Context: an optimization exercise on an open-source flow, tuned for small area. The choices shown serve that exercise and are no tape-out recipe.
The RTL was checked by simulation tests, not by an equivalence proof against the original design.

## cpu
module cpu(
    input wire clk,
    input wire reset,
    output wire overflow_o,
    output wire zero_o,
    output wire if_id_flush_o,
    output wire stop_flag_o,
    output wire [31:0] instr_mem_address_o,
    output wire if_id_en_o,
    input wire [31:0] instr_mem_read_i,
    output wire [3:0] data_mem_we_o,
    output wire [31:0] data_mem_address_o,
    output wire [31:0] data_mem_write_o,
    input wire [31:0] data_mem_read_i
);
    localparam [3:0] C_R    = 4'd0,
                     C_I    = 4'd1,
                     C_LD   = 4'd2,
                     C_B    = 4'd3,
                     C_S    = 4'd4,
                     C_JALR = 4'd5,
                     C_JAL  = 4'd6,
                     C_AUI  = 4'd7,
                     C_LUI  = 4'd8,
                     C_OTH  = 4'd9,    
                     C_BUB  = 4'd10,   
                     C_RST  = 4'd11;   
    reg  [31:0] pc;
    reg         if_z, if_eq;
    wire [31:0] if_id;
    reg         stop_seen;
    reg  [31:0] ex_a;         
    reg  [31:0] ex_b;         
    reg  [31:7] ex_ins;       
    reg  [3:0]  ex_cls;
    reg  [31:0] mem_alu;
    reg  [31:0] mem_sd;
    reg  [4:0]  mem_rd;
    reg         mem_m2r, mem_rdwe, mem_stop;
    reg  [1:0]  mem_we;       
    reg  [31:0] wb_alu;
    reg  [4:0]  wb_rd;
    reg         wb_m2r, wb_rdwe, wb_stop;
    wire [31:0] wdn;    
    genvar g;
    generate
        for (g = 0; g < 32; g = g + 1) begin : wdm
            c_mux2i u (.a0(wb_alu[g]), .a1(data_mem_read_i[g]), .s(wb_m2r), .y(wdn[g]));
        end
    endgenerate
    wire [31:0] wd = ~wdn;
    wire        wb_wr = wb_rdwe & (wb_rd != 5'd0);
    wire [31:0] ins = instr_mem_read_i;
  ...
clock: 30.0 ns
lec_check: 0
cap_margin: 35
core_margin: 2
core_utilization: 45
cts_cluster_diameter: 100
cts_cluster_size: 24
slew_margin: 35
synth_hierarchical: 1
synth_minimum_keep_size: 0
standard.sh (not shown) runs the stock make flow with config.mk's settings and CLKGATE_MAP_FILE= SYNTH_SCRIPT=/design/flow/synth_recipe.tcl, a recipe that flattens the netlist after the stock synthesis.
==> flow/flow/run.sh <==
#!/bin/bash
# The standard layout, with the ports buffered by the smallest buffer
# (sky130_fd_sc_hd__buf_1) instead of sky130_fd_sc_hd__clkdlybuf4s50_1.
# Every input and output port still gets its own buffer.
set -e
export BUFFER_PORTS_ARGS="-buffer_cell sky130_fd_sc_hd__buf_1"
bash standard.sh > standard.log 2>&1
Next try:
==> flow/flow/run.sh (replaced) <==
#!/bin/bash
# The standard layout, with two changes:
# - the ports are buffered by the smallest buffer (sky130_fd_sc_hd__buf_1)
#   instead of sky130_fd_sc_hd__clkdlybuf4s50_1; every input and output port
#   still gets its own buffer;
# - after global routing, gates on paths with positive slack are downsized
#   (ORFS RECOVER_POWER).
set -e
export BUFFER_PORTS_ARGS="-buffer_cell sky130_fd_sc_hd__buf_1"
export RECOVER_POWER=100
bash standard.sh > standard.log 2>&1
Effect: With this change the flow finished with capacitance limit, slew limit left. Routed wire length stays flat. Design area goes down by 0.58%. Worst setup slack is worse by 0.61 ns. Flip-flop and latch count stays the same. Via count went down by 0.55%. Sequential share of layout area is higher by 0.23 points. Area after synthesis does not change.
Next try:
==> flow/flow/run.sh (replaced) <==
#!/bin/bash
# The standard layout, with the ports buffered by the smallest buffer
# (sky130_fd_sc_hd__buf_1) instead of sky130_fd_sc_hd__clkdlybuf4s50_1.
# Every input and output port still gets its own buffer.
set -e
export BUFFER_PORTS_ARGS="-buffer_cell sky130_fd_sc_hd__buf_1"
bash standard.sh > standard.log 2>&1
--- a/flow/config.mk
+++ b/flow/config.mk
@@ -12,2 +12,3 @@
 export CTS_CLUSTER_SIZE = 24
+export PLACE_DENSITY = 0.75
 export SLEW_MARGIN = 35
What happened: The changed run went through all stages and came out clean; design area is higher by 0.49%; hold slack loses 0.0091 ns.
Next try:
--- a/flow/config.mk
+++ b/flow/config.mk
@@ -12,3 +12,3 @@
 export CTS_CLUSTER_SIZE = 24
-export PLACE_DENSITY = 0.75
+export PLACE_DENSITY = 0.68
 export SLEW_MARGIN = 35
Cell area went down by 0.39%.
Cell count went down by about 0.6%.
Area after synthesis is unchanged.
Wire length went down by about 0.6%.
Clock skew went down by 0.017 ns.
Worst hold slack improved by 0.022 ns.
Via count went down by about 1.2%.
Sequential cell count does not change.
Clock-buffer cell count went down by 18.

[port drivers added, routing unchanged]
Ports are ideal in the flow. The routed layouts listed here were re-timed in OpenROAD.
Step 1 sets driving cells, clkbuf_16 on the clock port and buf_2 on the other inputs (assumed; they add their load-dependent delay and slew).
Step 2 times the ports against the registers' clock, not the clock port: input delays grow and output delays shrink by t, the midpoint of the rising clock arrivals with the driver on.
Slacks: ideal / step 1 / step 2; pairs: ideal / step 1.
run | shift t [ns] | setup slack, ns | latest minus earliest clock arrival (ns) | worst data-port slew with drivers (ns) | pins driven straight from the clock port
the first run | 0.818 | 2.964 / 2.936 / 2.936 | 0.121 / 0.122 | 0.07 | 1
the second run | 0.815 | 2.352 / 2.325 / 2.325 | 0.116 / 0.116 | 0.07 | 1
the third run | 0.814 | 2.759 / 2.734 / 2.734 | 0.091 / 0.091 | 0.10 | 1
the fourth run | 0.799 | 2.852 / 2.828 / 2.828 | 0.054 / 0.054 | 0.09 | 1
For the first run, which loses most, drivers alone change the setup slack by -0.028 ns; drivers and shift together by -0.028 ns.
